What follows belongs to an exercise in optimizing a design on an open flow for small area and a short achievable clock period; a production flow would make more cautious choices. RTL that was checked went through simulation tests only; none was proved equivalent to the original. Only the layout flow was run in runs 1 and 2; the RTL was not checked for function there. Power is estimated from default activity; no workload was simulated.

==> design/flow/design.v <==
module PulseSignal #(
    parameter int DELAY = 1,
    parameter bit RZ    = 1   
)
(
    input  logic clk,
    input  logic ena,
    input  logic rst_n,
    output logic dout
);
    localparam int CNTWIDTH = $clog2(DELAY + 2);
    logic [CNTWIDTH-1:0] count;
    always_ff @(posedge clk) begin
        if (!rst_n) begin
            count <= '0;
            dout  <= 1'b0;
        end
        else if (ena) begin
            if (count <= DELAY)
                count <= count + 1'b1;
            if (count == DELAY)
                dout <= 1'b1;          
            else if (RZ && (count > DELAY))
                dout <= 1'b0;          
        end
    end
endmodule
module CIC_Decimation #(
    parameter int WIDTH_IN  = 16,
    parameter int NUM_STAGE = 5,
    parameter int MAX_RATE  = 16,
    parameter int WIDTH_OUT = WIDTH_IN + NUM_STAGE * $clog2(MAX_RATE)
)
(
    input  clk, ena, rst_n,
    input  logic signed [WIDTH_IN-1:0]  din_odd, din_even,
    input  [7:0] rate,
    output logic signed [WIDTH_OUT-1:0] dout,
    output vld, rdy
);
    localparam int BW = WIDTH_OUT;              
    localparam int NST = NUM_STAGE;             
    localparam int NS = 7;                      
    localparam logic [8*(NS+1)-1:0] SB = {8'd36, 8'd31, 8'd26, 8'd21, 8'd16, 8'd11, 8'd6, 8'd0};
    localparam int NCB = NST - 1;
    localparam logic [NCB-1:0] CPIPE = 4'b1010;
    localparam int NCG = CPIPE[0] + CPIPE[1] + CPIPE[2] + CPIPE[3];   
    localparam int NV = NST + NS + 1;
    logic [NV-1:0] tok;
    logic rst_q, clr_q;
    always_ff @(posedge clk) begin
        rst_q <= rst_n;
        clr_q <= !rst_n;
    end
    always_ff @(posedge clk) begin
        tok[0] <= ena & rst_n;
        if (!rst_q) tok[NV-1:1] <= '0;
        else        tok[NV-1:1] <= tok[NV-2:0];
    end
    logic [WIDTH_IN-1:0] xe_d [NS];    
    logic [WIDTH_IN-1:0] xo_d [NS];
    always_ff @(posedge clk) begin
        xe_d[0] <= din_even;
        xo_d[0] <= din_odd;
        for (int k = 1; k < NS; k++) begin
            xe_d[k] <= xe_d[k-1];
            xo_d[k] <= xo_d[k-1];
        end
    end
    logic [BW-1:0] xe_s, xo_s;
    genvar i, j, b;
    generate
        for (j = 0; j < NS; j++) begin : g_isk
            for (b = SB[8*j +: 8]; b < SB[8*(j+1) +: 8]; b++) begin : g_b
                assign xe_s[b] = xe_d[j][(b < WIDTH_IN) ? b : WIDTH_IN-1];
                assign xo_s[b] = xo_d[j][(b < WIDTH_IN) ? b : WIDTH_IN-1];
            end
        end
    endgenerate
    logic [BW-1:0] acc [NST];    
    logic [BW-1:0] evn [NST];    
    logic [BW-1:0] i_a [NST], i_b [NST], i_e [NST], i_o [NST];
    logic [NS-1:0] ce_q [NST], co_q [NST];    
    logic [NS:0]   ce_c [NST], co_c [NST];    
    logic [NS-1:0] sel_e, sel_o;
    logic [BW-1:0] dn;           
    generate
        for (i = 0; i < NST; i++) begin : g_int
            if (i == 0) begin : g_in
                assign i_a[i] = xe_s;
                assign i_b[i] = xo_s;
            end else begin : g_mid
                assign i_a[i] = evn[i-1];
                assign i_b[i] = acc[i-1];
            end
            for (j = 0; j < NS; j++) begin : g_sl
                localparam int LO = SB[8*j +: 8];
                localparam int HI = SB[8*(j+1) +: 8] - 1;
                logic [HI-LO+1:0] ce, co;
                assign ce[0] = (j == 0) ? 1'b0 : ce_q[i][j-1];
                assign co[0] = (j == 0) ? 1'b0 : co_q[i][j-1];
                for (b = LO; b <= HI; b++) begin : g_b
                    if (b == 0) begin : g_h
                        assign i_e[i][b]    = acc[i][b] ^ i_a[i][b];
                        assign ce[b-LO+1]   = acc[i][b] & i_a[i][b];
                        assign i_o[i][b]    = i_e[i][b] ^ i_b[i][b];
                        assign co[b-LO+1]   = i_e[i][b] & i_b[i][b];
                    end else begin : g_f
                        cic_fa u_fe (.a(acc[i][b]), .b(i_a[i][b]), .c(ce[b-LO]), .s(i_e[i][b]), .co(ce[b-LO+1]));
                        cic_fa u_fo (.a(i_e[i][b]), .b(i_b[i][b]), .c(co[b-LO]), .s(i_o[i][b]), .co(co[b-LO+1]));
                    end
                end
                if (j < NS - 1) begin : g_cq
                    always_ff @(posedge clk) begin
                        ce_q[i][j] <= ce[HI-LO+1];
                        co_q[i][j] <= co[HI-LO+1];
                    end
                end
                if (i < NST - 1) begin : g_acc
                    always_ff @(posedge clk) begin
                        if (clr_q)
                            acc[i][HI:LO] <= '0;
                        else if (tok[i+j])
                            acc[i][HI:LO] <= i_o[i][HI:LO];
                    end
                end else begin : g_dump
                    always_ff @(posedge clk) begin
                        if (clr_q)
                            acc[i][HI:LO] <= '0;
                        else if (tok[i+j])
                            acc[i][HI:LO] <= sel_e[j] ? i_b[i][HI:LO] :
                                             sel_o[j] ? '0 : i_o[i][HI:LO];
                    end
                end
                if (i < NST - 1) begin : g_ev
                    always_ff @(posedge clk) evn[i][HI:LO] <= i_e[i][HI:LO];
                end else begin : g_dn
                    always_ff @(posedge clk)
                        dn[HI:LO] <= sel_e[j] ? i_e[i][HI:LO] : i_o[i][HI:LO];
                end
            end
        end
    endgenerate
    logic [4:0] rate_q;
    always_ff @(posedge clk) rate_q <= rate[4:0];
    logic       ctl_tok;
    assign ctl_tok = tok[NST-1];
    logic [2:0] pcnt;            
    logic [2:0] dcnt;            
    logic [4:0] cd;              
    logic [5:0] cd2;
    logic       take_e, take_o, take;
    assign cd2    = {1'b0, cd} + 6'd2;
    assign take_e = ctl_tok && (pcnt == 3'd6) && (cd == 5'd0);
    assign take_o = ctl_tok && (pcnt == 3'd6) && (cd != 5'd0) && (cd2 > {1'b0, rate_q});
    assign take   = take_e | take_o;
    always_ff @(posedge clk) begin
        if (!rst_q) begin
            pcnt <= '0;
            dcnt <= '0;
            cd   <= '0;
        end else if (ctl_tok) begin
            if (pcnt != 3'd6) pcnt <= pcnt + 3'd1;
            if (take && dcnt != 3'd6) dcnt <= dcnt + 3'd1;
            if (pcnt == 3'd6)
                cd <= (cd2 >= {1'b0, rate_q}) ? 5'(cd2 - {1'b0, rate_q}) : cd2[4:0];
        end
    end
    logic [NS-1:0] sel_q, selo_q;
    always_ff @(posedge clk) begin
        sel_q  <= {sel_q[NS-2:0], take_e};
        selo_q <= {selo_q[NS-2:0], take_o};
    end
    assign sel_e = {sel_q[NS-2:0], take_e};
    assign sel_o = {selo_q[NS-2:0], take_o};
    localparam int ND = NS + NCG - 1;
    logic [ND-1:0] dtok, otok;
    always_ff @(posedge clk) begin
        if (!rst_q) begin
            dtok <= '0;
            otok <= '0;
        end else begin
            dtok <= {dtok[ND-2:0], take};
            otok <= {otok[ND-2:0], take && (dcnt == 3'd6)};
        end
    end
    logic [BW-1:0] c_x [NCB], c_y [NCB], c_d [NCB];
    logic [BW-1:0] c_p [NCB];           
    logic [NS-1:0] cc_q [NCB];
    generate
        for (i = 0; i < NCB; i++) begin : g_comb
            if (i == 0) begin : g_in
                assign c_x[i] = dn;
            end else if (CPIPE[i-1]) begin : g_reg
                assign c_x[i] = c_p[i-1];
            end else begin : g_wire
                assign c_x[i] = c_y[i-1];
            end
            localparam int CG = (i > 0 ? CPIPE[0] : 0) + (i > 1 ? CPIPE[1] : 0) + (i > 2 ? CPIPE[2] : 0);
            for (j = 0; j < NS; j++) begin : g_sl
                localparam int LO = SB[8*j +: 8];
                localparam int HI = SB[8*(j+1) +: 8] - 1;
                logic [HI-LO+1:0] cc;
                assign cc[0] = (j == 0) ? 1'b1 : cc_q[i][j-1];
                for (b = LO; b <= HI; b++) begin : g_b
                    if (b == 0) begin : g_h
                        assign c_y[i][b]  = c_x[i][b] ^ c_d[i][b];
                        assign cc[b-LO+1] = c_x[i][b] | ~c_d[i][b];
                    end else begin : g_f
                        cic_fa u_fc (.a(c_x[i][b]), .b(~c_d[i][b]), .c(cc[b-LO]), .s(c_y[i][b]), .co(cc[b-LO+1]));
                    end
                end
                if (j < NS - 1) begin : g_cq
                    always_ff @(posedge clk) cc_q[i][j] <= cc[HI-LO+1];
                end
                always_ff @(posedge clk)
                    if (dtok[j + CG]) c_d[i][HI:LO] <= c_x[i][HI:LO];
                if (CPIPE[i] && i < NCB - 1) begin : g_p
                    always_ff @(posedge clk) c_p[i][HI:LO] <= c_y[i][HI:LO];
                end
            end
        end
    endgenerate
    logic [BW-1:0] dq;
    generate
        for (j = 0; j < NS; j++) begin : g_dsk
            localparam int LO = SB[8*j +: 8];
            localparam int HI = SB[8*(j+1) +: 8] - 1;
            localparam int DL = NS - 1 - j;
            if (DL == 0) begin : g_0
                assign dq[HI:LO] = c_y[NCB-1][HI:LO];
            end else begin : g_n
                logic [HI-LO:0] sh [DL];
                always_ff @(posedge clk) begin
                    sh[0] <= c_y[NCB-1][HI:LO];
                    for (int k = 1; k < DL; k++) sh[k] <= sh[k-1];
                end
                assign dq[HI:LO] = sh[DL-1];
            end
        end
    endgenerate
    logic vld_q, rdy_q;
    logic [BW-1:0] dout_q;
    always_ff @(posedge clk) begin
        dout_q <= dq;
        if (!rst_n) begin
            vld_q <= 1'b0;
            rdy_q <= 1'b0;
        end else begin
            vld_q <= otok[ND-1] & rst_q;
            rdy_q <= rdy_q | (otok[ND-1] & rst_q);
        end
    end
    assign dout = dout_q;
    assign vld  = vld_q;
    assign rdy  = rdy_q;
endmodule
module cic_fa (
    input  logic a, b, c,
    output logic s, co
);
    assign s  = a ^ b ^ c;
    assign co = (a & b) | (a & c) | (b & c);
endmodule
==> design/flow/flow/run.sh <==
#!/bin/bash
# The standard layout (standard.sh), with two changes to how the layout
# is made: the input and output port buffers are sky130_fd_sc_hd__buf_2
# instead of the cell buffer_ports picks by default, and clock tree synthesis
# inserts no dummy loads. make's output goes to standard.log; ORFS keeps each
# tool's own log under orfs/logs/.
set -euo pipefail
export BUFFER_PORTS_ARGS="-buffer_cell sky130_fd_sc_hd__buf_2"
export CTS_ARGS="-sink_clustering_enable -repair_clock_nets -sink_clustering_size 30 -sink_clustering_max_diameter 60 -dont_use_dummy_load -sink_clustering_levels 1"
bash standard.sh > standard.log 2>&1
==> design/flow/standard.sh <==
#!/bin/bash
# synth_recipe.tcl (not shown) runs the flow's synth.tcl, then flattens the netlist and writes it again
# the make line also repeats each setting of config.mk as NAME=value (left out here)
make -C /OpenROAD-flow-scripts/flow DESIGN_CONFIG=/design/flow/config.mk WORK_HOME=/design/flow/orfs CLKGATE_MAP_FILE= SYNTH_SCRIPT=/design/flow/synth_recipe.tcl "${@:-finish}"
==> design/flow/config.mk <==
export PLATFORM = sky130hd
export DESIGN_NAME = CIC_Decimation
export DESIGN_NICKNAME = CIC_Decimation
export VERILOG_FILES = /design/flow/design.v
export SDC_FILE = /design/flow/constraint.sdc
export NUM_CORES = 4
export LEC_CHECK = 0
export CAP_MARGIN = 20
export CORE_MARGIN = 2
export CORE_UTILIZATION = 70
export CTS_CLUSTER_DIAMETER = 60
export CTS_CLUSTER_SIZE = 30
export SLEW_MARGIN = 20
export SYNTH_HIERARCHICAL = 1
export SYNTH_MINIMUM_KEEP_SIZE = 0
==> design/flow/constraint.sdc <==
create_clock -name core_clock -period 14.0 [get_ports {clk}]
set_input_delay 2.8000 -clock core_clock [delete_from_list [all_inputs] [get_ports {clk}]]
set_output_delay 2.8000 -clock core_clock [all_outputs]
set_load 0.01 [all_outputs]
==> flow_summary.json, run 1 <==
{
  "status": "timing/DRC/antenna clean",
  "vias": 15060,
  "ant_nets": 0,
  "die_x_um": 225.1,
  "crit_path_end_kind": "primary output",
  "nNetsFinal": 2870,
  "drv_cap": 0,
  "layout_commonest_cell": "dfxtp_1",
  "synth_seq_cells": 900,
  "cp_data_arrival_time_ns": 1.07,
  "synth_flop_cell": "dfxtp_1",
  "crit_chain": "buf_2",
  "whs_path_depth": 0,
  "max_stage_delay_ns": 0.34,
  "crit_type": "flip-flop to primary output",
  "drive_gt1_share_pct": 6.494,
  "worst_setup_hold_path_clk_slew_ns": 0.10,
  "regArea_um2": 19460,
  "final.setup.tns_ns": 0,
  "rrSetupSlack_ns": 10.46,
  "synth_nets": 2797,
  "hold_viol_final": 0,
  "cts.sink_count": 900,
  "final_cell_mix": "755 x dfxtp_1, 491 x fa_1, 184 x nor2_1",
  "yosysSeqAreaShare_pct": 56.84,
  "root_buffer": "clkbuf_16",
  "r2r_start": "acc[4][0]$_SDFFE_PP0P_",
  "fillers": 3008,
  "antenna_cells": 0,
  "fp.dieH_um": 225.1,
  "drc_errors": 0,
  "hold_end": "g_dsk[4].g_n.sh[1][2]$_DFF_P_",
  "synth_edf_count": 144,
  "die_area_um2": 50690,
  "finalSetupViolations": 0,
  "clock_path_buffers": 3,
  "combPwrFrac_pct": 18.5,
  "hp-start": "g_dsk[4].g_n.sh[0][2]$_DFF_P_",
  "switching_share_pct": 26.02,
  "grt_antenna_before_repair": 0,
  "leakage_nw": 14.96,
  "start_kind": "flip-flop",
  "worst_pin_slew_ns": 1.049,
  "grt_max_degree": 96,
  "h-tree-depth": 2,
  "finalCritPeriodShare_pct": 27.63,
  "design_area_um2": 36370,
  "io_buffers": 77,
  "layout_min_cycle_time_ns": 3.868,
  "core_area_um2": 48650,
  "drv_slew": 0,
  "synthArstFlopShare_pct": 0,
  "drt_iter0_drc": 748,
  "grt_pass1_vias": 16500,
  "seq_power_share_pct": 58.7,
  "ys_types": 47,
  "worst-path-buf-inv": 1,
  "reg2reg_depth": 9,
  "cts_hold_buf": 0,
  "cts_setup_buffers": 0,
  "fmax_mhz": 258.5,
  "reg2reg_to": "acc[4][5]$_SDFFE_PP0P_",
  "wl_per_cell_um": 15.38,
  "place_area_um2": 35220,
  "initial_core_util_pct": 70.37,
  "synth-warning-count": 49,
  "grt.overflow.total": 0,
  "dp_hpwl_mm": 33.16,
  "wl_mm": 45.10,
  "syn_area_per_cell_um2": 15.29,
  "clkPwrFrac_pct": 22.8,
  "crit_slowest_cell": "dfxtp_1",
  "syn2layout_area_growth_pct": 6.242,
  "tritoncts": "yes",
  "dp.cells": 2886,
  "numCtsBuffers": 46,
  "ios": 81,
  "rows": 81,
  "vias_per_cell": 5.136,
  "p_int_w": 0.004285,
  "grt_pass1_wl_mm": 80.70,
  "rsz0062_at_grt": "false",
  "cp_max_fo": 2,
  "hold_class": "flip-flop to flip-flop",
  "switchingPower_w": 0.001507,
  "syn_inst": 2239,
  "max-vdd-ir-drop_mv": 0.1201,
  "netlist_area_um2": 34230,
  "skew_ns": 0.05491,
  "slew_headroom_pct": 29.96,
  "track_usage_pct": 19.66,
  "gp_congestion": 0.7686,
  "cpLargestDelayFamily": "flip-flops",
  "p_per_area_nw_per_um2": 159.3,
  "required_ns": 11.20,
  "first_pass_iters": 7,
  "clk_latency_ns": 0.59,
  "cts-resized-gates": 0,
  "multi_input_comb_area_um2": 13930,
  "final_cells": 2932
}
per-stage QoR:
| stage | utilization, % | worst slack [ns] | total power, W | hold WS, ns |
|---|---|---|---|---|
| floorplan | - | 10.65 | 0.004221 | 0.3096 |
| global placement | 72.40 | 10.52 | 0.004449 | 0.3096 |
| detailed placement | 72.40 | 10.45 | 0.004563 | 0.3121 |
| CTS | 74.77 | 10.08 | 0.005892 | 0.2951 |
| global route | 74.77 | 10.06 | 0.006199 | 0.2936 |
| finish | 74.77 | 10.13 | 0.005792 | 0.2990 |
power groups by stage:
| stage | registers (W) | logic [W] | clock network [W] |
|---|---|---|---|
| 2_1_floorplan | 0.00344 | 0.000786 | 0 |
| 3_3_place_gp | 0.00344 | 0.00101 | 0 |
| 3_5_place_dp | 0.00347 | 0.00110 | 0 |
| 4_1_cts | 0.00342 | 0.00111 | 0.00137 |
| 5_1_grt | 0.00346 | 0.00128 | 0.00146 |
| 6_report | 0.00340 | 0.00107 | 0.00132 |
kinds of logic (layout without fill, tap and decap cells):
| logic type | after synthesis | after routing | synth area share [%] |
|---|---|---|---|
| xor+xnor | 5 | 5 | 0.1279 |
| buf+inv | 222 | 293 | 2.471 |
| compound gates | 106 | 106 | 2.105 |
| simple gates | 331 | 331 | 4.137 |
| fa+ha+maj | 515 | 515 | 29.59 |
| flops | 900 | 900 | 56.84 |
| mux | 160 | 160 | 4.729 |
layer usage:
layer | track usage (%) | wire length (µm)
met5 | 0 | 0
met4 | 5.618 | 944
met3 | 2.581 | 1374
met2 | 30.30 | 21100
met1 | 30.06 | 21680
worst max-delay path by stage:
stage / startpoint / endpoint / cells after the start
floorplan: acc[4][0]$_SDFFE_PP0P_ / dn[5]$_DFF_P_ / 8
global placement: acc[4][0]$_SDFFE_PP0P_ / dn[5]$_DFF_P_ / 8
detailed placement: acc[4][0]$_SDFFE_PP0P_ / dn[5]$_DFF_P_ / 8
CTS: dout_q[5]$_DFF_P_ / dout[5] / 1
global route: dout_q[5]$_DFF_P_ / dout[5] / 1
finish: rdy_q$_SDFF_PN0_ / rdy / 1
area by class of cell:
class	instances	share of cell area (%)
sequential	900	53.51
multi-input combinational	1117	38.30
clock buffer	46	3.165
tap	622	2.140
inverter	163	1.682
timing repair buffer	84	1.204
flip-flops by register name (all words and copies together) (netlist names), 6 cells and up:
register      count
co_q             30
cc_q             24
g_dsk.g_n.sh    111
dn               36
c_d             144
otok              8
sel_q             6
selo_q            6
evn             144
ce_q             30
dout_q           36
c_p              36
tok              10
xe_d             35
dtok              8
acc             180
xo_d             35
cells in the mapped netlist (2+ instances only):
master	number	share of area, %
o21bai_1	6	0.13
nor3_1	3	0.044
a31oi_1	10	0.18
dfxtp_1	756	44
xor2_1	4	0.10
nand4_1	2	0.037
o211ai_1	22	0.48
and2_1	26	0.48
nand2_1	77	0.84
mux2_2	14	0.46
nor4_1	2	0.037
fa_1	491	29
nand3_1	5	0.073
ha_1	24	0.88
nor2b_1	2	0.037
inv_1	163	1.8
a211oi_1	9	0.20
buf_1	8	0.088
nor2_1	184	2.0
a311oi_1	3	0.077
buf_2	7	0.10
clkbuf_1	43	0.47
a22oi_1	9	0.20
and3_1	4	0.073
o21ai_0	29	0.42
edfxtp_1	144	13
a21oi_1	6	0.088
nand2b_1	22	0.40
mux2i_1	146	4.3
Yosys stat by module, one instance, submodules excluded:
module / copies in the design / cell area, µm² / cells / flip-flops and latches
CIC_Decimation: 1 / 24420 / 1749 / 900
cic_fa: 490 / 20.02 / 1 / 0
==> inputs of run 2 (changes only) <==
--- a/design/flow/design.v
+++ b/design/flow/design.v
@@ -127,5 +127,3 @@
                     always_ff @(posedge clk) begin
-                        if (clr_q)
-                            acc[i][HI:LO] <= '0;
-                        else if (tok[i+j])
+                        if (tok[i+j])
                             acc[i][HI:LO] <= sel_e[j] ? i_b[i][HI:LO] :
@@ -144,3 +142,3 @@
     logic [4:0] rate_q;
-    always_ff @(posedge clk) rate_q <= rate[4:0];
+    assign rate_q = rate[4:0];
     logic       ctl_tok;
@@ -148,3 +146,2 @@
     logic [2:0] pcnt;            
-    logic [2:0] dcnt;            
     logic [4:0] cd;              
@@ -159,3 +156,2 @@
             pcnt <= '0;
-            dcnt <= '0;
             cd   <= '0;
@@ -163,3 +159,2 @@
             if (pcnt != 3'd6) pcnt <= pcnt + 3'd1;
-            if (take && dcnt != 3'd6) dcnt <= dcnt + 3'd1;
             if (pcnt == 3'd6)
@@ -176,11 +171,6 @@
     localparam int ND = NS + NCG - 1;
-    logic [ND-1:0] dtok, otok;
-    always_ff @(posedge clk) begin
-        if (!rst_q) begin
-            dtok <= '0;
-            otok <= '0;
-        end else begin
-            dtok <= {dtok[ND-2:0], take};
-            otok <= {otok[ND-2:0], take && (dcnt == 3'd6)};
-        end
+    logic [ND-1:0] dtok;
+    always_ff @(posedge clk) begin
+        if (!rst_q) dtok <= '0;
+        else        dtok <= {dtok[ND-2:0], take};
     end
@@ -241,2 +231,9 @@
     endgenerate
+    logic [2:0] ocnt;
+    logic       out_ok;
+    assign out_ok = dtok[ND-1] && (ocnt == 3'd6);
+    always_ff @(posedge clk) begin
+        if (!rst_q) ocnt <= '0;
+        else if (dtok[ND-1] && ocnt != 3'd6) ocnt <= ocnt + 3'd1;
+    end
     logic vld_q, rdy_q;
@@ -249,4 +246,4 @@
         end else begin
-            vld_q <= otok[ND-1] & rst_q;
-            rdy_q <= rdy_q | (otok[ND-1] & rst_q);
+            vld_q <= out_ok & rst_q;
+            rdy_q <= rdy_q | (out_ok & rst_q);
         end
--- a/design/flow/flow/run.sh
+++ b/design/flow/flow/run.sh
@@ -8,3 +8,3 @@
 export BUFFER_PORTS_ARGS="-buffer_cell sky130_fd_sc_hd__buf_2"
-export CTS_ARGS="-sink_clustering_enable -repair_clock_nets -sink_clustering_size 30 -sink_clustering_max_diameter 60 -dont_use_dummy_load -sink_clustering_levels 1"
+export CTS_ARGS="-sink_clustering_enable -repair_clock_nets -sink_clustering_size 30 -sink_clustering_max_diameter 60 -dont_use_dummy_load"
 bash standard.sh > standard.log 2>&1
==> flow_summary.json, run 2 <==
{
  "first_pass_iters": 4,
  "synth_most_common_cell": "dfxtp_1",
  "worst_pin_slew_ns": 1.039,
  "synth_edf_count": 180,
  "crit_end": "acc[4][0]$_DFFE_PP_",
  "die_area_um2": 50150,
  "clk_latency_ns": 0.61,
  "final_cell_mix": "704 x dfxtp_1, 491 x fa_1, 180 x edfxtp_1",
  "antenna_cells": 0,
  "utilization_pct": 75.46,
  "slew_headroom_pct": 30.75,
  "synth_flop_cell": "dfxtp_1",
  "hold_viol_final": 0,
  "drc_errors": 0,
  "syn2layout_area_growth_pct": 6.392,
  "p_int_w": 0.004461,
  "synth_xor_area_share_pct": 0.1552,
  "drive_gt1_share_pct": 7.253,
  "cp_data_arrival_time_ns": 4.79,
  "initial_core_util_pct": 70.93,
  "die_x_um": 224.0,
  "synth.area.top_cells": "dfxtp_1 42%, fa_1 29%, edfxtp_1 16%, mux2i_1 4.3%, inv_1 1.8%",
  "fmax_mhz": 230.2,
  "crit_path_end_kind": "flip-flop",
  "worst_setup_hold_path_clk_slew_ns": 0.10,
  "synthArstFlopShare_pct": 0,
  "synth_nets": 2682,
  "track_usage_pct": 18.77,
  "reg2reg_to": "acc[4][5]$_DFFE_PP_",
  "cts.sink_count": 887,
  "hold_class": "flip-flop to flip-flop",
  "reg2reg_depth": 8,
  "synth_top_family_by_area": "adder cells",
  "vias_per_cell": 5.077,
  "drt_iter0_drc": 597,
  "top_register": "acc",
  "max-vdd-ir-drop_mv": 0.1075,
  "layout_min_cycle_time_ns": 4.344,
  "yosysTopAreaCell": "dfxtp_1",
  "synth_compound_area_share_pct": 1.267,
  "hold_ws_ns": 0.3178,
  "syn_area_per_cell_um2": 15.94,
  "grt_pass1_vias": 15470,
  "rrSetupSlack_ns": 10.36,
  "fillers": 2931,
  "seq_power_share_pct": 56.7,
  "skew_ns": 0.05691,
  "yosysSeqAreaShare_pct": 57.76,
  "rsz0062_at_grt": "false",
  "switching_share_pct": 26.66,
  "leakage_nw": 14.73,
  "reg_top3": "acc (180), c_d (144), evn (144)",
  "synth_top_cell_area_share_pct": 41.79,
  "cts_hold_buf": 0,
  "dp_hpwl_mm": 32.61,
  "netlist_area_um2": 33860,
  "synth_seq_cells": 887,
  "crit_type": "input port to flip-flop",
  "h-tree-depth": 2,
  "nNetsFinal": 2766,
  "required_ns": 14.44,
  "ios": 81,
  "status": "timing/DRC/antenna clean",
  "drv_slew": 0,
  "clkPwrFrac_pct": 21.7,
  "largest_reg_flops": 180,
  "drv_cap": 0,
  "ys_types": 48,
  "numCtsBuffers": 47,
  "combPwrFrac_pct": 21.6,
  "p_per_area_nw_per_um2": 168.8,
  "cp_max_fo": 7,
  "yosys.area_share.simple_pct": 3.624,
  "final.setup.tns_ns": 0,
  "r2r_start": "acc[4][0]$_DFFE_PP_",
  "layout_commonest_cell": "dfxtp_1",
  "root_buffer": "clkbuf_16",
  "tritoncts": "yes",
  "core_area_um2": 47750,
  "switchingPower_w": 0.001622,
  "wl_per_cell_um": 15.15,
  "ant_nets": 0,
  "start_kind": "input port",
  "finalCritPeriodShare_pct": 31.03,
  "cts-resized-gates": 0,
  "grt.overflow.total": 0,
  "grt_max_degree": 98,
  "syn_inst": 2124,
  "vias": 14320,
  "grt_pass1_wl_mm": 75.95,
  "synthTopCellsByCount": "707 x dfxtp_1, 491 x fa_1, 180 x edfxtp_1, 160 x inv_1, 160 x nor2_1",
  "finalSetupViolations": 0,
  "grt_antenna_before_repair": 0,
  "io_buffers": 77,
  "fp.dieH_um": 224.0,
  "crit_start": "rate[0]",
  "cts_setup_buffers": 0,
  "gp_congestion": 0.7737,
  "synthAdderAreaFrac_pct": 29.91,
  "synth-warning-count": 49,
  "clock_path_buffers": 3,
  "synth_mux_area_share_pct": 4.881,
  "rows": 80,
  "wl_mm": 42.73
}
==> run 2: changes by cell type after synthesis, moves of 14 or more <==
cell	change
clkbuf_1	-14
dfxtp_1	-49
edfxtp_1	+36
nor2_1	-24
o211ai_1	-22
==> run 2: cells by family after synthesis <==
family,count (synthesis)
xor gates and xnor gates,6
AOI/OAI and AO/OA,61
and+or+nand+nor,285
DFF,887
muxes,162
adders and majority gates,515
buffers and inverters,208
==> run 2: stage by stage <==
| step | cells | total power [W] | area, µm² | worst slack (ns) |
|---|---|---|---|---|
| after detailed placement | 2774 | 0.004868 | 34850 | 9.036 |
| after CTS | 2821 | 0.006191 | 36030 | 9.657 |
| after global placement | 2774 | 0.004726 | 34850 | 9.092 |
| after global routing | 2821 | 0.006528 | 36030 | 9.533 |
| final | 2821 | 0.006083 | 36030 | 9.656 |
| after floorplan | 2124 | 0.004466 | 33870 | 9.433 |
==> run 2: layout make-up <==
cell class | instances | area, µm² | share of cell area (%)
sequential | 887 | 19570 | 54.30
clock buffer | 47 | 1176 | 3.264
inverter | 161 | 604.3 | 1.677
multi-input combinational | 1029 | 13490 | 37.45
timing repair buffer | 82 | 422.9 | 1.174
tap | 615 | 769.5 | 2.136
==> run 2: critical path, stage by stage <==
cell      delay (ns)
buf_2           0.08
ha_1            0.15
inv_1           0.05
fa_1            0.42
a211oi_2        0.24
nor2_1          0.10
o22a_1          0.22
o31ai_2         0.49
a22o_2          0.23
==> run 2: power by group through the flow <==
stage                     registers [W]  logic [W]  clock network, W
after CTS                       0.00347    0.00136           0.00137
final                           0.00345    0.00131           0.00132
after global routing            0.00351    0.00156           0.00145
after global placement          0.00349    0.00123                 0
after detailed placement        0.00352    0.00135                 0
after floorplan                 0.00349   0.000978                 0
==> run 2: metal layers <==
metal | GRT usage (%) | vias up | wire length [µm]
met5 | 0 | - | 0
met4 | 5.290 | 0 | 901
li1 | - | 6894 | -
met2 | 28.78 | 130 | 19750
met1 | 29.06 | 7234 | 21060
met3 | 2.348 | 64 | 1010
==> run 2: worst min path at each step <==
stage / from / to / slack, ns / cells past startpoint
finish: g_dsk[0].g_n.sh[0][4]$_DFF_P_ / g_dsk[0].g_n.sh[1][4]$_DFF_P_ / 0.32 / 0
global route: xe_d[0][14]$_DFF_P_ / xe_d[1][14]$_DFF_P_ / 0.33 / 0
CTS: xe_d[0][14]$_DFF_P_ / xe_d[1][14]$_DFF_P_ / 0.32 / 0
detailed placement: g_dsk[0].g_n.sh[3][1]$_DFF_P_ / g_dsk[0].g_n.sh[4][1]$_DFF_P_ / 0.31 / 0
global placement: g_dsk[0].g_n.sh[0][0]$_DFF_P_ / g_dsk[0].g_n.sh[1][0]$_DFF_P_ / 0.31 / 0
floorplan: g_dsk[0].g_n.sh[5][0]$_DFF_P_ / dout_q[0]$_DFF_P_ / 0.31 / 0
==> run 2: Yosys stat by module (local to each module, per instance) <==
module          times used  cell area (µm²)  cells inside
cic_fa                 490            20.02             1
CIC_Decimation           1            24060          1634
==> inputs of run 3 (changes only) <==
--- a/design/flow/design.v
+++ b/design/flow/design.v
@@ -142,5 +142,5 @@
     logic [4:0] rate_q;
-    assign rate_q = rate[4:0];
+    always_ff @(posedge clk) rate_q <= rate[4:0];
     logic       ctl_tok;
-    assign ctl_tok = tok[NST-1];
+    assign ctl_tok = tok[NST-2];
     logic [2:0] pcnt;            
@@ -168,4 +168,4 @@
     end
-    assign sel_e = {sel_q[NS-2:0], take_e};
-    assign sel_o = {selo_q[NS-2:0], take_o};
+    assign sel_e = sel_q;
+    assign sel_o = selo_q;
     localparam int ND = NS + NCG - 1;
@@ -174,3 +174,3 @@
         if (!rst_q) dtok <= '0;
-        else        dtok <= {dtok[ND-2:0], take};
+        else        dtok <= {dtok[ND-2:0], (sel_q[0] | selo_q[0]) & tok[NST-1]};
     end
--- a/design/flow/flow/run.sh
+++ b/design/flow/flow/run.sh
@@ -9,2 +9,3 @@
 export CTS_ARGS="-sink_clustering_enable -repair_clock_nets -sink_clustering_size 30 -sink_clustering_max_diameter 60 -dont_use_dummy_load"
+export SETUP_SLACK_MARGIN=10.3
 bash standard.sh > standard.log 2>&1
==> flow_summary.json, run 3 <==
{
  "whs_path_depth": 0,
  "gp_congestion": 0.7677,
  "synthArstFlopShare_pct": 0,
  "final_cell_mix": "695 x dfxtp_1, 486 x fa_1, 180 x edfxtp_1",
  "nNetsFinal": 2792,
  "place_area_um2": 35010,
  "root_buffer": "clkbuf_16",
  "worst-path-buf-inv": 1,
  "track_usage_pct": 19.13,
  "synth_top_cell_area_share_pct": 42.05,
  "syn_area_per_cell_um2": 15.83,
  "synth.area.top_cells": "dfxtp_1 42%, fa_1 29%, edfxtp_1 16%, mux2i_1 4.2%, inv_1 1.8%",
  "die_x_um": 224.4,
  "wl_per_cell_um": 15.38,
  "yosysSeqAreaShare_pct": 57.95,
  "initial_core_util_pct": 71.05,
  "synth-warning-count": 49,
  "layout_min_cycle_time_ns": 3.857,
  "h-tree-depth": 2,
  "grt_pass1_wl_mm": 77.78,
  "cts.sink_count": 894,
  "vias_per_cell": 5.106,
  "rsz0062_at_grt": "true",
  "top_register": "acc",
  "utilization_pct": 75.92,
  "wl_mm": 43.79,
  "drc_errors": 0,
  "start_kind": "flip-flop",
  "cpLargestDelayFamily": "flip-flops",
  "crit_chain": "buf_2",
  "drv_slew": 0,
  "hold_class": "flip-flop to flip-flop",
  "grt.overflow.total": 0,
  "first_pass_iters": 5,
  "synth_edf_count": 180,
  "hp-start": "xe_d[1][11]$_DFF_P_",
  "ys_types": 46,
  "leakage_nw": 14.84,
  "slew_headroom_pct": 31.53,
  "synth_seq_cells": 894,
  "ios": 81,
  "core_area_um2": 47850,
  "die_area_um2": 50340,
  "tritoncts": "yes",
  "layout_commonest_cell": "dfxtp_1",
  "dp.cells": 2799,
  "cp_max_fo": 1,
  "grt_pass1_vias": 15970,
  "largest_reg_flops": 180,
  "synthTopCellsByCount": "714 x dfxtp_1, 491 x fa_1, 180 x edfxtp_1, 161 x inv_1, 155 x nor2_1",
  "required_ns": 11.20,
  "drive_gt1_share_pct": 7.527,
  "syn_inst": 2147,
  "r2r_start": "acc[4][0]$_DFFE_PP_",
  "clk_latency_ns": 0.61,
  "vias": 14540,
  "fp.dieH_um": 224.4,
  "synth_most_common_cell": "dfxtp_1",
  "cp_data_arrival_time_ns": 1.06,
  "reg2reg_depth": 8,
  "worst_setup_hold_path_clk_slew_ns": 0.10,
  "dp_hpwl_mm": 32.77,
  "hold_viol_final": 0,
  "fmax_mhz": 259.3,
  "p_per_area_nw_per_um2": 169.3,
  "crit_type": "flip-flop to primary output",
  "skew_ns": 0.05237,
  "worst_pin_slew_ns": 1.026,
  "io_buffers": 77,
  "grt_max_degree": 74,
  "power_w": 0.006148,
  "grt_antenna_before_repair": 1,
  "design_area_um2": 36330,
  "drv_cap": 0,
  "crit_cells": 1,
  "crit_slowest_cell": "dfxtp_2",
  "netlist_area_um2": 33990,
  "finalSetupViolations": 0,
  "clock_path_buffers": 3,
  "max-vdd-ir-drop_mv": 0.1456,
  "syn2layout_area_growth_pct": 6.861,
  "antenna_cells": 0,
  "final_cells": 2847,
  "final.setup.tns_ns": 0,
  "crit_path_end_kind": "primary output",
  "synth_nets": 2705,
  "finalCritPeriodShare_pct": 27.55,
  "max_stage_delay_ns": 0.32,
  "ant_nets": 0,
  "yosysTopAreaCell": "dfxtp_1",
  "drt_iter0_drc": 599,
  "synth_flop_cell": "dfxtp_1",
  "reg_top3": "acc (180), c_d (144), evn (144)",
  "crit_start": "vld_q$_SDFF_PN0_",
  "numCtsBuffers": 47,
  "status": "timing/DRC/antenna clean",
  "rows": 80
}
-- run 3: layout make-up --
cell class	count	area (µm²)
multi-input combinational	1045	13510
timing repair buffer	84	538.0
fill	2921	11520
inverter	162	608.1
clock buffer	47	1176
tap	615	769.5
sequential	894	19730
-- run 3: path summary, 6_finish.rpt --
kind / slack [ns] / end
worst min register to register: 0.31 / xe_d[2][11]$_DFF_P_
worst min-delay path: 0.31 / xe_d[2][11]$_DFF_P_
worst max-delay path: 10.14 / vld
worst max register to register: 10.37 / acc[4][5]$_DFFE_PP_
-- run 3: cell families (layout without fill, tap and decap cells) --
group / Yosys count / after routing / synth area share (%)
buffers and inverters: 208 / 293 / 2.348
adder cells (fa/ha/maj): 515 / 515 / 29.80
AO/OA/AOI/OAI: 68 / 68 / 1.358
multiplexers: 154 / 154 / 4.571
AND/OR/NAND/NOR: 303 / 303 / 3.846
XOR/XNOR: 5 / 5 / 0.1288
flip-flops: 894 / 894 / 57.95
-- run 3: per-stage QoR --
stage	worst slack, ns	hold WS [ns]
detailed placement	10.34	0.3121
CTS	10.10	0.3125
global route	10.09	0.3124
floorplan	10.52	0.3096
global placement	10.42	0.3096
finish	10.14	0.3098
-- run 3: layer usage --
metal  track usage (%)  up-vias  wire, µm
li1                  -     6985         -
met5                 0        -         0
met1             29.35     7299     21160
met4             5.341        0       896
met2             29.58      185     20480
met3             2.495       68      1258
-- run 3: timing repair --
| item | in CTS | in global routing |
|---|---|---|
| setup buffers | 1 | 0 |
| endpoints found under the setup margin | 38 | 40 |
| hold buffers | 0 | 0 |
| gates resized for setup | 8 | 30 |
| hold endpoints to repair | 0 | 0 |
| pin swaps | 0 | 0 |
-- run 3: per-module statistics from Yosys (local to each module, per instance) --
module | times used | cells inside | cell area, µm²
CIC_Decimation | 1 | 1657 | 24180
cic_fa | 490 | 1 | 20.02
-- run 3: report_power, final --
| group | total, W | switching, W | internal [W] |
|---|---|---|---|
| clock | 0.00132 | 0.000726 | 0.000598 |
| combinational | 0.00135 | 0.000687 | 0.000660 |
| sequential | 0.00348 | 0.000232 | 0.00325 |
==> inputs of run 4 (changes only) <==
--- a/design/flow/flow/run.sh
+++ b/design/flow/flow/run.sh
@@ -9,3 +9,3 @@
 export CTS_ARGS="-sink_clustering_enable -repair_clock_nets -sink_clustering_size 30 -sink_clustering_max_diameter 60 -dont_use_dummy_load"
-export SETUP_SLACK_MARGIN=10.3
+export SETUP_SLACK_MARGIN=10.6
 bash standard.sh > standard.log 2>&1
==> flow_summary.json, run 4 <==
{
  "final_cell_mix": "664 x dfxtp_1, 350 x fa_1, 180 x edfxtp_1",
  "clk_latency_ns": 0.61,
  "cts_hold_buf": 0,
  "drc_errors": 0,
  "ios": 81,
  "yosysSeqAreaShare_pct": 57.95,
  "die_area_um2": 50340,
  "cpLargestDelayFamily": "flip-flops",
  "top_register": "acc",
  "grt.overflow.total": 0,
  "drv_cap": 0,
  "synth_flop_cell": "dfxtp_1",
  "max-vdd-ir-drop_mv": 0.1169,
  "hold_ws_ns": 0.2943,
  "drive_gt1_share_pct": 15.99,
  "fp.dieH_um": 224.4,
  "synth.area.top_cells": "dfxtp_1 42%, fa_1 29%, edfxtp_1 16%, mux2i_1 4.2%, inv_1 1.8%",
  "wl_per_cell_um": 15.69,
  "syn_area_per_cell_um2": 15.83,
  "finalCritPeriodShare_pct": 27.44,
  "syn2layout_area_growth_pct": 8.686,
  "synth_edf_count": 180,
  "layout_commonest_cell": "dfxtp_1",
  "p_per_area_nw_per_um2": 169.0,
  "h-tree-depth": 2,
  "yosysTopAreaCell": "dfxtp_1",
  "hold_viol_final": 0,
  "drv_slew": 0,
  "required_ns": 11.20,
  "ant_nets": 0,
  "synth-warning-count": 49,
  "core_area_um2": 47850,
  "gp_congestion": 0.7680,
  "root_buffer": "clkbuf_16",
  "tritoncts": "yes",
  "dp_hpwl_mm": 32.84,
  "fmax_mhz": 260.3,
  "grt_max_degree": 74,
  "rrSetupSlack_ns": 10.59,
  "worst-path-buf-inv": 1,
  "final.setup.tns_ns": 0,
  "synth_most_common_cell": "dfxtp_1",
  "worst_pin_slew_ns": 1.037,
  "grt_antenna_before_repair": 2,
  "start_kind": "flip-flop",
  "numCtsBuffers": 48,
  "synthArstFlopShare_pct": 0,
  "utilization_pct": 77.22,
  "netlist_area_um2": 33990,
  "track_usage_pct": 19.23,
  "rows": 80,
  "slew_headroom_pct": 30.80,
  "power_w": 0.006246,
  "first_pass_iters": 5,
  "clock_path_buffers": 3,
  "rsz0062_at_grt": "true",
  "synth_seq_cells": 894,
  "grt_pass1_wl_mm": 78.17,
  "leakage_nw": 14.79,
  "crit_path_end_kind": "primary output",
  "hold_class": "flip-flop to flip-flop",
  "initial_core_util_pct": 71.05,
  "skew_ns": 0.04632,
  "drt_iter0_drc": 700,
  "syn_inst": 2147,
  "vias": 14780,
  "die_x_um": 224.4,
  "cp_data_arrival_time_ns": 1.04,
  "largest_reg_flops": 180,
  "nNetsFinal": 2817,
  "final_cells": 2872,
  "antenna_cells": 0,
  "synth_top_cell_area_share_pct": 42.05,
  "synthTopCellsByCount": "714 x dfxtp_1, 491 x fa_1, 180 x edfxtp_1, 161 x inv_1, 155 x nor2_1",
  "wl_mm": 45.06,
  "ys_types": 46,
  "max_stage_delay_ns": 0.33,
  "worst_setup_hold_path_clk_slew_ns": 0.09,
  "status": "timing/DRC/antenna clean",
  "cp_max_fo": 2,
  "crit_slowest_cell": "dfxtp_2",
  "cts.sink_count": 894,
  "io_buffers": 77,
  "dp.cells": 2799,
  "vias_per_cell": 5.148,
  "crit_chain": "buf_6",
  "grt_pass1_vias": 16040,
  "layout_min_cycle_time_ns": 3.842,
  "crit_type": "flip-flop to primary output",
  "synth_nets": 2705,
  "reg_top3": "acc (180), c_d (144), evn (144)",
  "finalSetupViolations": 0
}
==> run 4: repair_timing <==
item / CTS / global route
endpoints found under the hold margin: 0 / 0
resized for setup: 72 / 135
setup buffers: 14 / 11
pin swaps: 52 / 52
endpoints found under the setup margin: 62 / 79
==> run 4: cell type report <==
cell class,instances,area (µm²)
Clock buffer,48,1201
Fill cell,2811,10900
Inverter,162,608.1
Multi-Input combinational cell,1045,13860
Sequential cell,894,19780
Tap cell,615,769.5
Timing Repair Buffer,108,730.7
==> run 4: worst reg2reg max path: stages, from the launching register on <==
cell,delay (ns)
edfxtp_1,0.38
ha_2,0.20
fa_2,0.35
fa_2,0.45
fa_2,0.40
fa_2,0.35
fa_2,0.36
fa_1,0.47
a22o_1,0.20
==> run 4: worst paths after layout <==
check	startpoint	endpoint	cells past startpoint
worst max register to register	acc[4][0]$_DFFE_PP_	acc[4][5]$_DFFE_PP_	8
worst min-delay path	g_dsk[2].g_n.sh[0][4]$_DFF_P_	g_dsk[2].g_n.sh[1][4]$_DFF_P_	0
worst min register to register	g_dsk[2].g_n.sh[0][4]$_DFF_P_	g_dsk[2].g_n.sh[1][4]$_DFF_P_	0
worst max-delay path	rdy_q$_SDFF_PN0_	rdy	1
==> run 4: cell families (layout without fill, tap and decap cells) <==
kind of cell	Yosys count	count (layout)	share of synthesized area [%]
compound gates	68	68	1.358
buf+inv	208	318	2.348
flops	894	894	57.95
simple gates	303	303	3.846
mux	154	154	4.571
fa+ha+maj	515	515	29.80
xor+xnor	5	5	0.1288
==> run 4: power breakdown <==
part / switching (W) / internal (W)
sequential: 0.000238 / 0.00325
combinational: 0.000699 / 0.000719
clock: 0.000734 / 0.000609
==> run 4: stage by stage <==
step | worst slack, ns | area [µm²]
5_1_grt | 10.11 | 36950
6_report | 10.16 | 36950
3_3_place_gp | 10.47 | 35030
4_1_cts | 10.11 | 36520
3_5_place_dp | 10.44 | 35030
2_1_floorplan | 10.60 | 34020
==> run 4: per-layer routing <==
metal,global-route usage (%),vias to the layer above,wire [µm]
met4,5.747,0,1048
met2,29.91,190,21310
met5,0,-,0
li1,-,7042,-
met1,29.12,7472,21310
met3,2.560,80,1399
==> run 4: per-module statistics from Yosys (local to each module, per instance) <==
module / flops+latches / cell area, µm² / copies in the design / cells
CIC_Decimation: 894 / 24180 / 1 / 1657
cic_fa: 0 / 20.02 / 490 / 1
==> inputs of run 5 (changes only) <==
--- a/design/flow/flow/run.sh
+++ b/design/flow/flow/run.sh
@@ -9,3 +9,2 @@
 export CTS_ARGS="-sink_clustering_enable -repair_clock_nets -sink_clustering_size 30 -sink_clustering_max_diameter 60 -dont_use_dummy_load"
-export SETUP_SLACK_MARGIN=10.6
 bash standard.sh > standard.log 2>&1
==> flow_summary.json, run 5 <==
{
  "cpLargestDelayFamily": "flip-flops",
  "synth_most_common_cell": "dfxtp_1",
  "rrSetupSlack_ns": 10.33,
  "reg2reg_depth": 8,
  "dp_hpwl_mm": 32.77,
  "synth_nets": 2705,
  "synthArstFlopShare_pct": 0,
  "largest_reg_flops": 180,
  "cp_max_fo": 2,
  "drt_iter0_drc": 630,
  "ios": 81,
  "yosysTopAreaCell": "dfxtp_1",
  "synth_flop_cell": "dfxtp_1",
  "final.setup.tns_ns": 0,
  "yosysSeqAreaShare_pct": 57.95,
  "cts.sink_count": 894,
  "synth.area.top_cells": "dfxtp_1 42%, fa_1 29%, edfxtp_1 16%, mux2i_1 4.2%, inv_1 1.8%",
  "h-tree-depth": 2,
  "clk_latency_ns": 0.61,
  "syn_area_per_cell_um2": 15.83,
  "synth_edf_count": 180,
  "seq_power_share_pct": 56.7,
  "status": "timing/DRC/antenna clean",
  "track_usage_pct": 19.12,
  "nNetsFinal": 2791,
  "worst_pin_slew_ns": 1.025,
  "fmax_mhz": 257.9,
  "cts-resized-gates": 0,
  "skew_ns": 0.05191,
  "final_cell_mix": "712 x dfxtp_1, 491 x fa_1, 180 x edfxtp_1",
  "clkPwrFrac_pct": 21.7,
  "crit_path_end_kind": "primary output",
  "synth_top_cell_area_share_pct": 42.05,
  "gp_congestion": 0.7677,
  "preCtsSetupSlack_ns": 10.34,
  "die_x_um": 224.4,
  "rows": 80,
  "leakage_nw": 14.80,
  "hold_ws_ns": 0.3098,
  "cts_hold_buf": 0,
  "core_area_um2": 47850,
  "worst-path-buf-inv": 1,
  "p_per_area_nw_per_um2": 168.8,
  "crit_chain": "buf_2",
  "max-vdd-ir-drop_mv": 0.1454,
  "initial_core_util_pct": 71.05,
  "grt_pass1_vias": 15960,
  "worst_slack_ns": 10.12,
  "root_buffer": "clkbuf_16",
  "synth_seq_cells": 894,
  "top_register": "acc",
  "fillers": 2953,
  "start_kind": "flip-flop",
  "slew_headroom_pct": 31.58,
  "drv_slew": 0,
  "die_area_um2": 50340,
  "reg2reg_to": "acc[4][5]$_DFFE_PP_",
  "grt_pass1_wl_mm": 77.74,
  "cts_setup_buffers": 0,
  "p_int_w": 0.004472,
  "fp.dieH_um": 224.4,
  "reg_top3": "acc (180), c_d (144), evn (144)",
  "vias": 14540,
  "drc_errors": 0,
  "worst_setup_hold_path_clk_slew_ns": 0.10,
  "vias_per_cell": 5.108,
  "syn_inst": 2147,
  "wl_per_cell_um": 15.33,
  "first_pass_iters": 5,
  "cp_data_arrival_time_ns": 1.08,
  "crit_start": "rdy_q$_SDFF_PN0_",
  "finalSetupViolations": 0,
  "grt_max_degree": 74,
  "layout_commonest_cell": "dfxtp_1",
  "crit_type": "flip-flop to primary output",
  "ys_types": 46,
  "netlist_area_um2": 33990,
  "grt.overflow.total": 0,
  "drv_cap": 0,
  "synth-warning-count": 49,
  "crit_cells": 1,
  "numCtsBuffers": 47,
  "clock_path_buffers": 3,
  "layout_min_cycle_time_ns": 3.878,
  "crit_end": "rdy",
  "rsz0062_at_grt": "false",
  "hold_viol_final": 0,
  "ant_nets": 0,
  "max_stage_delay_ns": 0.34,
  "combPwrFrac_pct": 21.6,
  "switchingPower_w": 0.001636,
  "drive_gt1_share_pct": 6.499,
  "r2r_start": "acc[4][0]$_DFFE_PP_",
  "crit_slowest_cell": "dfxtp_1",
  "tritoncts": "yes",
  "syn2layout_area_growth_pct": 6.452,
  "synthTopCellsByCount": "714 x dfxtp_1, 491 x fa_1, 180 x edfxtp_1, 161 x inv_1, 155 x nor2_1",
  "wl_mm": 43.64,
  "hold_class": "flip-flop to flip-flop",
  "grt_antenna_before_repair": 1,
  "required_ns": 11.20,
  "switching_share_pct": 26.79,
  "finalCritPeriodShare_pct": 27.70,
  "io_buffers": 77
}
run 5: cell types whose count changed in the layout (fill, tap and decap cells not counted), moves of 7 or more:
cell / change
buf_2: +18
dfxtp_2: -41
buf_4: -25
dfxtp_4: -7
dfxtp_1: +48
fa_2: -141
fa_1: +141
buf_6: -18
run 5: layer usage:
metal  wire length (µm)  up-vias  track usage, %  part of all wire [%]
met5                  0        -               0                     0
met3               1284       68           2.495                   2.9
li1                   -     6987               -                     -
met1              21160     7301           29.35                    48
met4                891        0           5.341                   2.0
met2              20310      187           29.54                    47
run 5: per-module statistics from Yosys (local to each module, per instance):
module | cells inside | cell area (µm²) | flip-flops and latches | times used
CIC_Decimation | 1657 | 24180 | 894 | 1
cic_fa | 1 | 20.02 | 0 | 490
run 5: kinds of logic after synthesis:
kind of cell | after synthesis | share of synthesized area (%)
buffers and inverters | 208 | 2.348
xor gates and xnor gates | 5 | 0.1288
DFF | 894 | 57.95
and+or+nand+nor | 303 | 3.846
AOI/OAI and AO/OA | 68 | 1.358
adders and majority gates | 515 | 29.80
muxes | 154 | 4.571
run 5: final cells by class:
type	instances	area [µm²]	area share, %
clock buffer	47	1176	3.250
antenna	1	2.502	0.006915
inverter	162	608.1	1.680
timing repair buffer	83	430.4	1.189
tap	615	769.5	2.126
sequential	894	19700	54.45
multi-input combinational	1045	13500	37.30
run 5: power by group through the flow:
stage	sequential (W)	clock (W)	combinational [W]
3_3_place_gp	0.00352	0	0.00122
5_1_grt	0.00353	0.00145	0.00157
2_1_floorplan	0.00351	0	0.000963
4_1_cts	0.00348	0.00137	0.00137
6_report	0.00347	0.00132	0.00132
3_5_place_dp	0.00354	0	0.00134
run 5: through the flow:
stage | util [%] | instances | area (µm²) | total power, W
floorplan | - | 2147 | 33990 | 0.004472
global placement | 73.17 | 2799 | 35010 | 0.004740
detailed placement | 73.17 | 2799 | 35010 | 0.004882
CTS | 75.63 | 2846 | 36180 | 0.006221
global route | 75.63 | 2846 | 36180 | 0.006553
finish | 75.63 | 2847 | 36190 | 0.006108
run 5: worst min path at each step:
stage,startpoint,end,slack [ns],cells past startpoint
global route,xe_d[1][11]$_DFF_P_,xe_d[2][11]$_DFF_P_,0.31,0
CTS,xe_d[1][11]$_DFF_P_,xe_d[2][11]$_DFF_P_,0.31,0
detailed placement,g_dsk[5].g_n.sh[0][2]$_DFF_P_,dout_q[28]$_DFF_P_,0.31,0
floorplan,g_dsk[0].g_n.sh[5][0]$_DFF_P_,dout_q[0]$_DFF_P_,0.31,0
global placement,xo_d[0][11]$_DFF_P_,xo_d[1][11]$_DFF_P_,0.31,0
finish,xe_d[1][11]$_DFF_P_,xe_d[2][11]$_DFF_P_,0.31,0
==> inputs of run 6 (changes only) <==
--- a/design/flow/config.mk
+++ b/design/flow/config.mk
@@ -9,3 +9,3 @@
 export CORE_MARGIN = 2
-export CORE_UTILIZATION = 70
+export CORE_UTILIZATION = 85
 export CTS_CLUSTER_DIAMETER = 60
==> flow_summary.json, run 6 <==
{
  "synth_most_common_cell": "dfxtp_1",
  "ant_nets": 0,
  "fmax_mhz": 257.5,
  "grt.overflow.total": 0,
  "clock_path_buffers": 3,
  "layout_commonest_cell": "dfxtp_1",
  "switchingPower_w": 0.001932,
  "cts.sink_count": 894,
  "cp_max_fo": 1,
  "grt_pass1_vias": 19050,
  "track_usage_pct": 35.30,
  "cp_data_arrival_time_ns": 1.08,
  "numCtsBuffers": 41,
  "p_int_w": 0.004501,
  "nNetsFinal": 2785,
  "synth_mux_area_share_pct": 4.571,
  "drv_slew": 0,
  "grt_antenna_before_repair": 1,
  "io_buffers": 77,
  "dp.cells": 2709,
  "seq_power_share_pct": 54.7,
  "syn_inst": 2147,
  "synth_nets": 2705,
  "utilization_pct": 90.62,
  "die_area_um2": 41610,
  "ios": 81,
  "cts_hold_buf": 0,
  "combPwrFrac_pct": 25.3,
  "top_register": "acc",
  "required_ns": 11.20,
  "worst_setup_hold_path_clk_slew_ns": 0.10,
  "wl_per_cell_um": 24.67,
  "grt_pass1_wl_mm": 108.7,
  "layout_min_cycle_time_ns": 3.883,
  "gp_congestion": 0.7547,
  "synth.area.top_cells": "dfxtp_1 42%, fa_1 29%, edfxtp_1 16%, mux2i_1 4.2%, inv_1 1.8%",
  "tritoncts": "yes",
  "synth_edf_count": 180,
  "drv_cap": 0,
  "synthTopCellsByCount": "714 x dfxtp_1, 491 x fa_1, 180 x edfxtp_1, 161 x inv_1, 155 x nor2_1",
  "yosysSeqAreaShare_pct": 57.95,
  "wl_mm": 67.86,
  "netlist_area_um2": 33990,
  "synth-warning-count": 49,
  "yosys.area_share.simple_pct": 3.846,
  "grt_max_degree": 78,
  "final_cell_mix": "712 x dfxtp_1, 491 x fa_1, 180 x edfxtp_1",
  "syn2layout_area_growth_pct": 5.672,
  "reg_top3": "acc (180), c_d (144), evn (144)",
  "h-tree-depth": 2,
  "vias_per_cell": 6.039,
  "crit_slowest_cell": "dfxtp_1",
  "crit_path_end_kind": "primary output",
  "hold_class": "flip-flop to flip-flop",
  "yosysTopAreaCell": "dfxtp_1",
  "status": "timing/DRC/antenna clean",
  "finalSetupViolations": 0,
  "clk_latency_ns": 0.61,
  "p_per_area_nw_per_um2": 179.1,
  "rows": 73,
  "synth_xor_area_share_pct": 0.1288,
  "crit_chain": "buf_2",
  "root_buffer": "clkbuf_16",
  "start_kind": "flip-flop",
  "cts_setup_buffers": 0,
  "drt_iter0_drc": 1545,
  "synth_flop_cell": "dfxtp_1",
  "syn_area_per_cell_um2": 15.83,
  "worst_pin_slew_ns": 1.111,
  "core_area_um2": 39640,
  "initial_core_util_pct": 85.76,
  "final_cells": 2750,
  "leakage_nw": 14.73,
  "vias": 16610,
  "antenna_cells": 0,
  "rsz0062_at_grt": "false",
  "synthAdderAreaFrac_pct": 29.80,
  "finalCritPeriodShare_pct": 27.74,
  "synth_top_cell_area_share_pct": 42.05,
  "largest_reg_flops": 180,
  "synthArstFlopShare_pct": 0,
  "die_x_um": 204.0,
  "cpLargestDelayFamily": "flip-flops",
  "fp.dieH_um": 204.0,
  "clkPwrFrac_pct": 20.0,
  "slew_headroom_pct": 25.82,
  "max-vdd-ir-drop_mv": 0.1173,
  "synth_seq_cells": 894,
  "ys_types": 46,
  "crit_type": "flip-flop to primary output",
  "cts-resized-gates": 0,
  "drc_errors": 0,
  "dp_hpwl_mm": 41.41,
  "final.setup.tns_ns": 0,
  "switching_share_pct": 30.03,
  "first_pass_iters": 7,
  "synth_compound_area_share_pct": 1.358,
  "fillers": 1204,
  "hold_viol_final": 0,
  "drive_gt1_share_pct": 6.247,
  "skew_ns": 0.03941,
  "max_stage_delay_ns": 0.35,
  "worst-path-buf-inv": 1,
  "synth_top_family_by_area": "adder cells"
}
==> run 6: cell counts after synthesis <==
No cell type changed its count.
==> run 6: final timing paths <==
check	depth (start not counted)	slack, ns	startpoint	end
worst min register to register	0	0.31	xe_d[0][12]$_DFF_P_	xe_d[1][12]$_DFF_P_
worst max register to register	7	10.25	acc[4][16]$_DFFE_PP_	acc[4][20]$_DFFE_PP_
worst min-delay path	0	0.31	xe_d[0][12]$_DFF_P_	xe_d[1][12]$_DFF_P_
worst max-delay path	1	10.12	dout_q[15]$_DFF_P_	dout[15]
==> run 6: power by group through the flow <==
stage	logic, W	registers [W]	clock network, W
final	0.00163	0.00352	0.00128
after global placement	0.00120	0.00352	0
after detailed placement	0.00145	0.00356	0
after CTS	0.00163	0.00353	0.00129
after global routing	0.00177	0.00357	0.00137
after floorplan	0.000963	0.00351	0
==> run 6: through the flow <==
| step | cell area [µm²] | power (W) | hold WS, ns | setup slack [ns] |
|---|---|---|---|---|
| 2_1_floorplan | 33990 | 0.004472 | 0.3096 | 10.52 |
| 5_1_grt | 35920 | 0.006712 | 0.3203 | 10.07 |
| 3_5_place_dp | 34890 | 0.005009 | 0.3121 | 10.32 |
| 6_report | 35920 | 0.006432 | 0.3127 | 10.12 |
| 3_3_place_gp | 34890 | 0.004719 | 0.3097 | 10.43 |
| 4_1_cts | 35920 | 0.006450 | 0.3174 | 10.08 |
==> run 6: kinds of logic (layout without fill, tap and decap cells) <==
kind of cell               after synthesis  after routing
AOI/OAI and AO/OA                       68             68
DFF                                    894            894
muxes                                  154            154
adders and majority gates              515            515
and+or+nand+nor                        303            303
buffers and inverters                  208            286
xor gates and xnor gates                 5              5
==> run 6: area by class of cell <==
| cell class | instances | area, µm² | share of cell area, % |
|---|---|---|---|
| Sequential cell | 894 | 19700 | 54.85 |
| Multi-Input combinational cell | 1045 | 13500 | 37.57 |
| Clock buffer | 41 | 1026 | 2.856 |
| Tap cell | 525 | 656.9 | 1.829 |
| Inverter | 162 | 608.1 | 1.693 |
| Timing Repair Buffer | 83 | 430.4 | 1.198 |
==> run 6: Yosys stat by module, one instance, submodules excluded <==
module | times used | cells | flops+latches
CIC_Decimation | 1 | 1657 | 894
cic_fa | 490 | 1 | 0
==> run 6: routing by layer <==
| layer | vias to the layer above | wire length (µm) | GRT usage [%] |
|---|---|---|---|
| li1 | 6938 | - | - |
| met1 | 8691 | 24460 | 44.70 |
| met2 | 739 | 36750 | 62.62 |
| met3 | 235 | 3688 | 4.990 |
| met4 | 4 | 2934 | 14.10 |
| met5 | - | 27 | 0 |
==> inputs of run 7 (changes only) <==
--- a/design/flow/flow/run.sh
+++ b/design/flow/flow/run.sh
@@ -8,3 +8,3 @@
 export BUFFER_PORTS_ARGS="-buffer_cell sky130_fd_sc_hd__buf_2"
-export CTS_ARGS="-sink_clustering_enable -repair_clock_nets -sink_clustering_size 30 -sink_clustering_max_diameter 60 -dont_use_dummy_load"
+export CTS_ARGS="-sink_clustering_enable -repair_clock_nets -sink_clustering_size 20 -sink_clustering_max_diameter 40 -dont_use_dummy_load"
 bash standard.sh > standard.log 2>&1
--- a/design/flow/config.mk
+++ b/design/flow/config.mk
@@ -9,3 +9,3 @@
 export CORE_MARGIN = 2
-export CORE_UTILIZATION = 85
+export CORE_UTILIZATION = 70
 export CTS_CLUSTER_DIAMETER = 60
==> flow_summary.json, run 7 <==
{
  "status": "timing/DRC/antenna clean",
  "final_cell_mix": "712 x dfxtp_1, 491 x fa_1, 180 x edfxtp_1",
  "p_per_area_nw_per_um2": 182.9,
  "fmax_mhz": 256.3,
  "drt_iter0_drc": 679,
  "syn_inst": 2147,
  "cpLargestDelayFamily": "flip-flops",
  "final_cells": 2894,
  "top_register": "acc",
  "die_x_um": 224.4,
  "io_buffers": 77,
  "largest_reg_flops": 180,
  "synthArstFlopShare_pct": 0,
  "worst_pin_slew_ns": 1.006,
  "grt_pass1_wl_mm": 81.59,
  "gp_congestion": 0.7677,
  "finalCritPeriodShare_pct": 27.87,
  "synth.area.top_cells": "dfxtp_1 42%, fa_1 29%, edfxtp_1 16%, mux2i_1 4.2%, inv_1 1.8%",
  "skew_ns": 0.03714,
  "max_stage_delay_ns": 0.35,
  "final.setup.tns_ns": 0,
  "drive_gt1_share_pct": 8.428,
  "synth_top_cell_area_share_pct": 42.05,
  "die_area_um2": 50340,
  "numCtsBuffers": 94,
  "crit_chain": "buf_2",
  "wl_per_cell_um": 15.92,
  "cts.sink_count": 894,
  "ant_nets": 0,
  "dp_hpwl_mm": 32.77,
  "vias": 14830,
  "ys_types": 46,
  "track_usage_pct": 20.34,
  "layout_commonest_cell": "dfxtp_1",
  "required_ns": 11.20,
  "yosysTopAreaCell": "dfxtp_1",
  "first_pass_iters": 5,
  "crit_type": "flip-flop to primary output",
  "layout_min_cycle_time_ns": 3.901,
  "grt_max_degree": 74,
  "clock_path_buffers": 3,
  "crit_slowest_cell": "dfxtp_1",
  "worst-path-buf-inv": 1,
  "synthTopCellsByCount": "714 x dfxtp_1, 491 x fa_1, 180 x edfxtp_1, 161 x inv_1, 155 x nor2_1",
  "initial_core_util_pct": 71.05,
  "wl_mm": 46.08,
  "syn_area_per_cell_um2": 15.83,
  "grt_antenna_before_repair": 1,
  "multi_input_comb_area_um2": 13500,
  "synth-warning-count": 49,
  "worst_setup_hold_path_clk_slew_ns": 0.07,
  "syn2layout_area_growth_pct": 9.912,
  "grt.overflow.total": 0,
  "start_kind": "flip-flop",
  "place_area_um2": 35010,
  "synth_edf_count": 180,
  "yosysSeqAreaShare_pct": 57.95,
  "synth_nets": 2705,
  "root_buffer": "clkbuf_16",
  "drc_errors": 0,
  "rsz0062_at_grt": "false",
  "hold_class": "flip-flop to flip-flop",
  "slew_headroom_pct": 32.87,
  "synth_most_common_cell": "dfxtp_1",
  "ios": 81,
  "clk_latency_ns": 0.62,
  "h-tree-depth": 3,
  "reg_top3": "acc (180), c_d (144), evn (144)",
  "crit_path_end_kind": "primary output",
  "tritoncts": "yes",
  "drv_slew": 0,
  "vias_per_cell": 5.123,
  "synth_flop_cell": "dfxtp_1",
  "rows": 80,
  "nNetsFinal": 2838,
  "core_area_um2": 47850,
  "cts-resized-gates": 0,
  "fillers": 2772,
  "cts_setup_buffers": 0,
  "netlist_area_um2": 33990,
  "drv_cap": 0,
  "max-vdd-ir-drop_mv": 0.1201,
  "grt_pass1_vias": 16650,
  "synth_seq_cells": 894,
  "leakage_nw": 15.38,
  "finalSetupViolations": 0,
  "cp_data_arrival_time_ns": 1.10,
  "dp.cells": 2799,
  "cp_max_fo": 1,
  "hold_viol_final": 0,
  "fp.dieH_um": 224.4,
  "regArea_um2": 19700,
  "cts_hold_buf": 0,
  "design_area_um2": 37360
}
## run 7: cell counts after synthesis
Identical to the previous run, type by type.
## run 7: layout make-up
| type | count | area share, % |
|---|---|---|
| multi-input combinational | 1045 | 36.12 |
| sequential | 894 | 52.74 |
| antenna | 1 | 0.006697 |
| inverter | 162 | 1.627 |
| clock buffer | 94 | 6.296 |
| timing repair buffer | 83 | 1.152 |
| tap | 615 | 2.059 |
## run 7: report_power, final
| part | total [W] | switching [W] | internal, W |
|---|---|---|---|
| clock | 0.00202 | 0.000851 | 0.00117 |
| sequential | 0.00348 | 0.000231 | 0.00325 |
| combinational | 0.00133 | 0.000696 | 0.000639 |
| total | 0.00683 | 0.00178 | 0.00506 |
## run 7: logic make-up after synthesis
family	synth area share, %
multiplexers	4.571
AO/OA/AOI/OAI	1.358
buffers and inverters	2.348
AND/OR/NAND/NOR	3.846
flip-flops	57.95
adder cells (fa/ha/maj)	29.80
XOR/XNOR	0.1288
## run 7: worst paths after layout
path | startpoint | end | slack [ns] | cells past startpoint
hold reg to reg | g_dsk[3].g_n.sh[0][4]$_DFF_P_ | g_dsk[3].g_n.sh[1][4]$_DFF_P_ | 0.30 | 0
hold / removal | g_dsk[3].g_n.sh[0][4]$_DFF_P_ | g_dsk[3].g_n.sh[1][4]$_DFF_P_ | 0.30 | 0
setup reg to reg | acc[4][0]$_DFFE_PP_ | acc[4][5]$_DFFE_PP_ | 10.32 | 8
setup / recovery | dout_q[13]$_DFF_P_ | dout[13] | 10.10 | 1
## run 7: metrics by stage
stage	util [%]	power, W	hold WS (ns)	setup WS (ns)
finish	78.09	0.006833	0.3034	10.10
global route	78.09	0.007292	0.3077	10.01
CTS	78.08	0.006948	0.3026	10.00
detailed placement	73.17	0.004882	0.3121	10.34
global placement	73.17	0.004740	0.3096	10.42
floorplan	-	0.004472	0.3096	10.52
## run 7: per-module statistics from Yosys (local to each module, per instance)
module,cell area [µm²],copies in the design,flip-flops and latches
CIC_Decimation,24180,1,894
cic_fa,20.02,490,0
## run 7: metal layers
| metal | wire length (µm) | GRT usage, % |
|---|---|---|
| met5 | 0 | 0 |
| met4 | 1030 | 5.939 |
| met3 | 1620 | 4.024 |
| met2 | 21890 | 31.76 |
| met1 | 21530 | 29.80 |

## static timing again, ports no longer ideal
The results above use ideal ports. As a check the final layouts listed here were re-extracted and re-timed, cells and wires unchanged. Step 1 assumes that a clkbuf_16 drives the clock port and a buf_2 every other input. Step 2, shift: input delay + t, output delay - t, t = (earliest + latest rising clock arrival at the registers) / 2. This alone moves slack from input paths to output paths. Slacks: ideal ports / drivers / drivers and shift; pairs: ideal ports / drivers.
run	t, ns	setup slack, ns	hold slack, ns	worst setup path after step 2	pins driven straight from the clock port
run 1	0.635	10.132 / 10.071 / 10.457	0.299 / 0.299 / 0.299	register to register	1
run 2	0.642	9.656 / 9.692 / 9.050	0.318 / 0.318 / 0.318	input to register	1
run 3	0.638	10.144 / 10.086 / 10.370	0.310 / 0.310 / 0.310	register to register	1
run 4	0.647	10.158 / 10.099 / 10.442	0.294 / 0.294 / 0.294	input to register	1
run 5	0.638	10.122 / 10.065 / 10.326	0.310 / 0.310 / 0.310	register to register	1
run 6	0.647	10.117 / 10.055 / 10.246	0.313 / 0.313 / 0.313	register to register	1
run 7	0.661	10.099 / 10.038 / 10.318	0.303 / 0.303 / 0.303	register to register	1
After both steps setup and hold are still met in every run listed. For run 2, which loses most, drivers alone change the setup slack by +0.036 ns; drivers and shift together by -0.606 ns.
